Context: an optimization exercise on an open-source flow, tuned for small area. The choices shown serve that exercise and are no tape-out recipe.
Function was checked by simulation only, so behaviour that the tests miss may differ from the original.
Power and IR drop assume default switching activity.

==> 11-03 <==
==> flow/design.v <==
module xspi_sopi_controller (
    input  wire        clk,
    input  wire        rst_n,
    output wire        cs_n,
    output wire        sck,
    output wire [7:0]  io_out,
    input  wire [7:0]  io_in,
    output wire        io_oe,
    input  wire        start,
    input  wire [7:0]  command_in,
    input  wire [47:0] address_in,
    input  wire [63:0] wr_data_in,
    output wire [63:0] rd_data,
    output reg         done,
    output wire        crc_ca_match,
    output wire        crc_data_match,
    output wire        crc_ca_error,
    output wire        crc_data_error,
    input  wire        crc_ca_error_slave,
    input  wire        crc_data_error_slave
);
    reg [4:0]  cnt;       
    reg [1:0]  rc;        
    reg [55:0] ca;        
    reg [63:0] dat;       
    reg [7:0]  crc;
    reg        ca_err;
    wire idle = (cnt == 5'd0);
    wire [7:0] cmd = ca[55:48];
    wire rd = (cmd == 8'hFF);
    wire wr = (cmd == 8'hA5);
    wire c9  = (cnt == 5'd9);
    wire c10 = (cnt == 5'd10);
    wire c25 = (cnt == 5'd25);
    wire sh_ca = (cnt >= 5'd2) && (cnt <= 5'd8);
    wire d_tx  = !rd && (cnt >= 5'd10) && (cnt <= 5'd17);
    wire d_rx  = rd && (cnt >= 5'd16) && (cnt <= 5'd23);
    wire rx    = rd && (c9 || cnt >= 5'd16);
    wire crc_zero = (crc == 8'h00);
    assign io_out = sh_ca ? ca[55:48] : d_tx ? dat[63:56] : crc;
    wire [7:0] x = rx ? io_in : io_out;
    wire crc_hold = (cnt == 5'd8) || (cnt == 5'd17 && !rd) || (cnt == 5'd23);
    wire [7:0] s0 = crc ^ x;
    wire [7:0] s1 = s0[7] ? ((s0 << 1) ^ 8'h07) : (s0 << 1);
    wire [7:0] s2 = s1[7] ? ((s1 << 1) ^ 8'h07) : (s1 << 1);
    wire [7:0] s3 = s2[7] ? ((s2 << 1) ^ 8'h07) : (s2 << 1);
    wire [7:0] s4 = s3[7] ? ((s3 << 1) ^ 8'h07) : (s3 << 1);
    wire [7:0] s5 = s4[7] ? ((s4 << 1) ^ 8'h07) : (s4 << 1);
    wire [7:0] s6 = s5[7] ? ((s5 << 1) ^ 8'h07) : (s5 << 1);
    wire [7:0] s7 = s6[7] ? ((s6 << 1) ^ 8'h07) : (s6 << 1);
    wire [7:0] s8 = s7[7] ? ((s7 << 1) ^ 8'h07) : (s7 << 1);
    wire fin = c25 || (cnt == 5'd18 && !rd) || (c9 && !rd && !wr);
    assign crc_data_match = c25 && crc_zero;
    assign crc_data_error = c25 && !crc_zero;
    assign crc_ca_match   = rd && c10 && crc_zero;
    assign crc_ca_error   = rd && (c10 ? !crc_zero : (ca_err && (cnt > 5'd10 || done)));
    wire err = crc_ca_error_slave || crc_data_error_slave || crc_data_error;
    wire again = err && (rc != 2'd3);
    assign cs_n  = (cnt <= 5'd1);
    assign io_oe = (cnt >= 5'd2) && (cnt <= 5'd9 || !rd);
    assign sck   = 1'b0;
    assign rd_data = dat;
    always @(posedge clk or negedge rst_n) begin
        if (!rst_n) begin
            cnt  <= 5'd0;
            done <= 1'b0;
            crc  <= 8'h00;
        end else begin
            if (!crc_hold)
                crc <= s8;
            done <= fin && !err;
            if (idle)
                cnt <= start ? 5'd1 : 5'd0;
            else if (fin)
                cnt <= again ? 5'd1 : 5'd0;
            else
                cnt <= cnt + 5'd1;
        end
    end
    always @(posedge clk) begin
        if (idle)
            rc <= 2'd0;
        else if (fin && err)
            rc <= rc + 2'd1;
        if (idle)
            ca <= {command_in, address_in};
        else if (sh_ca)
            ca <= {ca[47:0], ca[55:48]};
        if (idle)
            dat <= wr_data_in;
        else if (d_tx || d_rx)
            dat <= {dat[55:0], x};
        if (c10)
            ca_err <= !crc_zero;
    end
endmodule
==> flow/run.sh <==
#!/bin/bash
# synth_recipe.tcl (not shown) runs the flow's synth.tcl, then flattens the netlist and writes it again
# the make line also repeats each setting of config.mk as NAME=value (left out here)
make -C /OpenROAD-flow-scripts/flow DESIGN_CONFIG=/design/flow/config.mk WORK_HOME=/design/flow/orfs CLKGATE_MAP_FILE= SYNTH_SCRIPT=/design/flow/synth_recipe.tcl finish
==> flow/config.mk <==
export PLATFORM = sky130hd
export DESIGN_NAME = xspi_sopi_controller
export DESIGN_NICKNAME = xspi_sopi_controller
export VERILOG_FILES = /design/flow/design.v
export SDC_FILE = /design/flow/constraint.sdc
export NUM_CORES = 4
export LEC_CHECK = 0
export CAP_MARGIN = 20
export CORE_MARGIN = 2
export CORE_UTILIZATION = 40
export PLACE_DENSITY = 0.6
export SLEW_MARGIN = 20
==> flow/constraint.sdc <==
create_clock -name core_clock -period 5.0 [get_ports {clk}]
set_input_delay 1.0000 -clock core_clock [delete_from_list [all_inputs] [get_ports {clk}]]
set_output_delay 1.0000 -clock core_clock [all_outputs]
set_load 0.01 [all_outputs]
==> 07-15 (differences from 11-03) <==
==> flow/design.v, changed modules only <==
module xspi_sopi_controller (
    input  wire        clk,
    input  wire        rst_n,
    output wire        cs_n,
    output wire        sck,
    output wire [7:0]  io_out,
    input  wire [7:0]  io_in,
    output wire        io_oe,
    input  wire        start,
    input  wire [7:0]  command_in,
    input  wire [47:0] address_in,
    input  wire [63:0] wr_data_in,
    output wire [63:0] rd_data,
    output reg         done,
    output wire        crc_ca_match,
    output wire        crc_data_match,
    output wire        crc_ca_error,
    output wire        crc_data_error,
    input  wire        crc_ca_error_slave,
    input  wire        crc_data_error_slave
);
    reg [4:0]  cnt;       
    reg [1:0]  rc;        
    reg [55:0] ca;        
    reg [63:0] dat;       
    reg [7:0]  crc;
    reg        ca_err;
    reg        ph;        
    wire idle = (cnt == 5'd0);
    wire [7:0] ctop = ca[55:48];
    wire rd = ph ? (ctop == 8'h00) : (ctop == 8'hFF);
    wire wr = ph ? (ctop == 8'h5A) : (ctop == 8'hA5);
    wire c9  = (cnt == 5'd9);
    wire c10 = (cnt == 5'd10);
    wire c25 = (cnt == 5'd25);
    wire sh_ca = (cnt >= 5'd2) && (cnt <= 5'd8);
    wire d_tx  = !rd && (cnt >= 5'd10) && (cnt <= 5'd17);
    wire d_rx  = rd && (cnt >= 5'd16) && (cnt <= 5'd23);
    wire rx    = rd && (c9 || cnt >= 5'd16);
    wire d_sh  = d_tx || d_rx;
    wire ca_hd = !idle && !sh_ca;
    wire d_hd  = !idle && !d_sh;
    wire crc_zero = (crc == 8'h00);
    wire [7:0] top = sh_ca ? ctop : dat[63:56];
    assign io_out = (sh_ca || d_tx) ? (top ^ {8{ph}}) : crc;
    wire [7:0] x = rx ? io_in : io_out;
    wire [7:0] d_in = x ^ {8{cnt[0]}};
    wire crc_hold = (cnt == 5'd8) || (cnt == 5'd17 && !rd) || (cnt == 5'd23);
    wire [7:0] s0 = crc ^ x;
    wire [7:0] s1 = s0[7] ? ((s0 << 1) ^ 8'h07) : (s0 << 1);
    wire [7:0] s2 = s1[7] ? ((s1 << 1) ^ 8'h07) : (s1 << 1);
    wire [7:0] s3 = s2[7] ? ((s2 << 1) ^ 8'h07) : (s2 << 1);
    wire [7:0] s4 = s3[7] ? ((s3 << 1) ^ 8'h07) : (s3 << 1);
    wire [7:0] s5 = s4[7] ? ((s4 << 1) ^ 8'h07) : (s4 << 1);
    wire [7:0] s6 = s5[7] ? ((s5 << 1) ^ 8'h07) : (s5 << 1);
    wire [7:0] s7 = s6[7] ? ((s6 << 1) ^ 8'h07) : (s6 << 1);
    wire [7:0] s8 = s7[7] ? ((s7 << 1) ^ 8'h07) : (s7 << 1);
    wire fin = c25 || (cnt == 5'd18 && !rd) || (c9 && !rd && !wr);
    assign crc_data_match = c25 && crc_zero;
    assign crc_data_error = c25 && !crc_zero;
    assign crc_ca_match   = rd && c10 && crc_zero;
    assign crc_ca_error   = rd && (c10 ? !crc_zero : (ca_err && (cnt > 5'd10 || done)));
    wire err = crc_ca_error_slave || crc_data_error_slave || crc_data_error;
    wire again = err && (rc != 2'd3);
    assign cs_n  = (cnt <= 5'd1);
    assign io_oe = (cnt >= 5'd2) && (cnt <= 5'd9 || !rd);
    assign sck   = 1'b0;
    assign rd_data = dat;
    always @(posedge clk or negedge rst_n) begin
        if (!rst_n) begin
            cnt  <= 5'd0;
            done <= 1'b0;
            crc  <= 8'h00;
        end else begin
            if (!crc_hold)
                crc <= s8;
            done <= fin && !err;
            if (idle)
                cnt <= start ? 5'd1 : 5'd0;
            else if (fin)
                cnt <= again ? 5'd1 : 5'd0;
            else
                cnt <= cnt + 5'd1;
        end
    end
    always @(posedge clk) begin
        if (idle)
            rc <= 2'd0;
        else if (fin && err)
            rc <= rc + 2'd1;
        ph  <= idle || !ph;
        ca  <= ~(({56{idle}} & {command_in, address_in}) |
                 ({56{sh_ca}} & {ca[47:0], ca[55:48]}) |
                 ({56{ca_hd}} & ca));
        dat <= ~(({64{idle}} & wr_data_in) |
                 ({64{d_sh}} & {dat[55:0], d_in}) |
                 ({64{d_hd}} & dat));
        if (c10)
            ca_err <= !crc_zero;
    end
endmodule
==> flow/flow/run.sh (new file) <==
#!/bin/bash
# Layout flow: the standard synthesis, then its combinational logic mapped
# again for area (registers untouched, see remap.tcl), then the standard
# layout with every port buffered by the smallest buffer cell.
set -euo pipefail
here=$(pwd)
res=$here/orfs/results/$FLOW_PLATFORM/xspi_sopi_controller/base
export BUFFER_PORTS_ARGS="-buffer_cell sky130_fd_sc_hd__buf_1"
yosys_bin=$(command -v yosys || echo "$FLOW_HOME/../tools/install/yosys/bin/yosys")

bash standard.sh synth > log_standard_synth.txt 2>&1

cp "$res/1_2_yosys.v" "$res/1_2_yosys_standard.v"
dont_use=$(sed -n '/^export DONT_USE_CELLS/,/^$/p' "$FLOW_HOME/platforms/$FLOW_PLATFORM/config.mk" | tr -d '\\' | grep -o 'sky130_fd_sc_hd__[a-z0-9_]*' | tr '\n' ' ')
REMAP_IN="$res/1_2_yosys_standard.v" REMAP_OUT="$res/1_2_yosys.v" \
REMAP_LIB="$FLOW_HOME/platforms/$FLOW_PLATFORM/lib/sky130_fd_sc_hd__tt_025C_1v80.lib" \
REMAP_ABC="$here/flow/area.abc" REMAP_TOP="$FLOW_TOP" REMAP_DONT_USE="$dont_use" \
  "$yosys_bin" -c "$here/flow/remap.tcl" > log_remap.txt 2>&1
rm -f "$res/1_synth.odb"

bash standard.sh finish > log_layout.txt 2>&1
==> flow/flow/area.abc (new file) <==
strash
dch
amap
==> flow/flow/remap.tcl (new file) <==
# Re-map the combinational logic of the standard synthesis for area.
# Registers (and tie cells) are kept as they are: same instances, names and
# cell types. Only the gates between them are mapped again, with ABC's
# area-oriented mapper. Environment: REMAP_IN, REMAP_OUT, REMAP_LIB,
# REMAP_ABC (ABC script), REMAP_DONT_USE (cell names).
yosys -import
set lib $::env(REMAP_LIB)
read_liberty -ignore_miss_func -overwrite $lib
read_verilog -overwrite $::env(REMAP_IN)
hierarchy -check -top $::env(REMAP_TOP)
blackbox sky130_fd_sc_hd__df* sky130_fd_sc_hd__edf* sky130_fd_sc_hd__sdf* sky130_fd_sc_hd__sedf* sky130_fd_sc_hd__dl* sky130_fd_sc_hd__conb_1
flatten
opt_clean -purge
tee -o remap_before.txt stat -liberty $lib
set du {}
foreach c $::env(REMAP_DONT_USE) { lappend du -dont_use $c }
abc -liberty $lib {*}$du -script $::env(REMAP_ABC)
opt_clean -purge
# cell interfaces for the checks below
read_liberty -lib -overwrite -ignore_miss_func $lib
hilomap -singleton -hicell sky130_fd_sc_hd__conb_1 HI -locell sky130_fd_sc_hd__conb_1 LO
insbuf -buf sky130_fd_sc_hd__buf_4 A X
opt_clean -purge
# give every internal net a plain generated name (write_verilog names the
# hidden ones _N_); ports keep theirs
yosys rename -hide w:* i:* %d o:* %d
check -assert -mapped
tee -o remap_after.txt stat -liberty $lib
write_verilog -noattr -nohex -nodec $::env(REMAP_OUT)
==> flow/standard.sh (new file) <==
#!/bin/bash
# synth_recipe.tcl (not shown) runs the flow's synth.tcl, then flattens the netlist and writes it again
# the make line also repeats each setting of config.mk as NAME=value (left out here)
make -C /OpenROAD-flow-scripts/flow DESIGN_CONFIG=/design/flow/config.mk WORK_HOME=/design/flow/orfs CLKGATE_MAP_FILE= SYNTH_SCRIPT=/design/flow/synth_recipe.tcl "${@:-finish}"
- CTS_BUF_LIST: default -> sky130_fd_sc_hd__clkbuf_8
removed: flow/run.sh
==> 09-22 (differences from 11-03) <==
--- a/flow/design.v
+++ b/flow/design.v
@@ -38,2 +38,5 @@
     wire rx    = rd && (c9 || cnt >= 5'd16);
+    wire d_sh  = d_tx || d_rx;
+    wire ca_hd = !idle && !sh_ca;
+    wire d_hd  = !idle && !d_sh;
     wire crc_zero = (crc == 8'h00);
@@ -84,10 +87,8 @@
             rc <= rc + 2'd1;
-        if (idle)
-            ca <= {command_in, address_in};
-        else if (sh_ca)
-            ca <= {ca[47:0], ca[55:48]};
-        if (idle)
-            dat <= wr_data_in;
-        else if (d_tx || d_rx)
-            dat <= {dat[55:0], x};
+        ca  <= ({56{idle}} & {command_in, address_in}) |
+               ({56{sh_ca}} & {ca[47:0], ca[55:48]}) |
+               ({56{ca_hd}} & ca);
+        dat <= ({64{idle}} & wr_data_in) |
+               ({64{d_sh}} & {dat[55:0], x}) |
+               ({64{d_hd}} & dat);
         if (c10)
==> flow/flow/run.sh (new file) <==
#!/bin/bash
# Standard layout, with every port buffered by the smallest buffer cell
# instead of the cell buffer_ports picks by default.
set -euo pipefail
export BUFFER_PORTS_ARGS="-buffer_cell sky130_fd_sc_hd__buf_1"
bash standard.sh finish > standard_flow.log 2>&1
==> flow/standard.sh (new file) <==
#!/bin/bash
# synth_recipe.tcl (not shown) runs the flow's synth.tcl, then flattens the netlist and writes it again
# the make line also repeats each setting of config.mk as NAME=value (left out here)
make -C /OpenROAD-flow-scripts/flow DESIGN_CONFIG=/design/flow/config.mk WORK_HOME=/design/flow/orfs CLKGATE_MAP_FILE= SYNTH_SCRIPT=/design/flow/synth_recipe.tcl "${@:-finish}"
removed: flow/run.sh
==> summary.txt <==
Status: no timing/DRC/antenna violations
Fin util: 0.572
Synth Area in Compound Gates: 0.0736
Non-Filler Instances: 1,156
Via Count: 5,844
GR Util All Layers: 0.234
Met2 routed WL: 9800 µm
Invs w/o clock: 4
Crit path launch: cnt[0]$_DFF_PN0_
Fraction of area in registers: 0.411
Row cnt: 48
Worst Tran Pin Value: 0.995 ns
Number of global-route vias before repair: 5,863
Clock group: 1.22 mW
Sequential cells: 137
Combinational power: 3.90 mW
Crit-path cells: inv_1 -> ha_1 -> and4bb_2 -> a21oi_2 -> nor2_1 -> a31oi_1 -> clkdlybuf4s50_1
-- figures above: 11-03

==> summary.txt <==
Number of global-route vias before repair: 5,055
Sequential cells: 138
Status: no timing/DRC/antenna violations
Row cnt: 43
Met2 routed WL: 8250 µm
Via Count: 5,606
Clock group: 984 µW
Fraction of area in registers: 0.420
Invs w/o clock: 43
Non-Filler Instances: 921
Combinational power: 3.50 mW
Crit-path cells: nor2_1 -> nand4_1 -> o21ai_4 -> buf_6 -> clkinvlp_4 -> o21ai_0 -> nor2_1 -> a21oi_1 -> nor2b_1 -> o21bai_1 -> buf_1
Fin util: 0.487
Power Sequential: 2.26 mW
-- figures above: 07-15

==> summary.txt <==
Combinational power: 4.07 mW
Via Count: 6,004
Worst Tran Pin Value: 0.854 ns
Crit path launch: cnt[4]$_DFF_PN0_
Sequential cells: 137
Synth Area in Compound Gates: 0.220
Non-Filler Instances: 1,142
Clock group: 1.24 mW
Met2 routed WL: 8680 µm
Status: no timing/DRC/antenna violations
-- figures above: 09-22

-- port drivers added, routing unchanged --
No port has a modelled driver above. Below, the same layouts with a new extraction and two added sets of constraints. Step 1 sets driving cells, clkbuf_16 on the clock port and buf_2 on the other inputs (assumed; they add their load-dependent delay and slew). Step 2 moves the port delays by t, midway between the first and last clock arrival at a register: inputs arrive t later, outputs are due t later. That takes back most of the time a late clock gives input paths. Slacks: ideal ports / drivers / drivers and shift; pairs: ideal ports / drivers.
run | t, ns | setup WS [ns] | worst setup path after step 2 | worst data-port slew with drivers (ns) | cell pins on the clock port's net
11-03 | 0.458 | 0.916 / 0.876 / 1.334 | register to output | 0.07 | 1
07-15 | 0.476 | 0.494 / 0.456 / 0.770 | register to register | 0.06 | 1
09-22 | 0.449 | 1.055 / 1.017 / 1.466 | register to output | 0.07 | 1
After both steps every run listed still meets setup and hold.
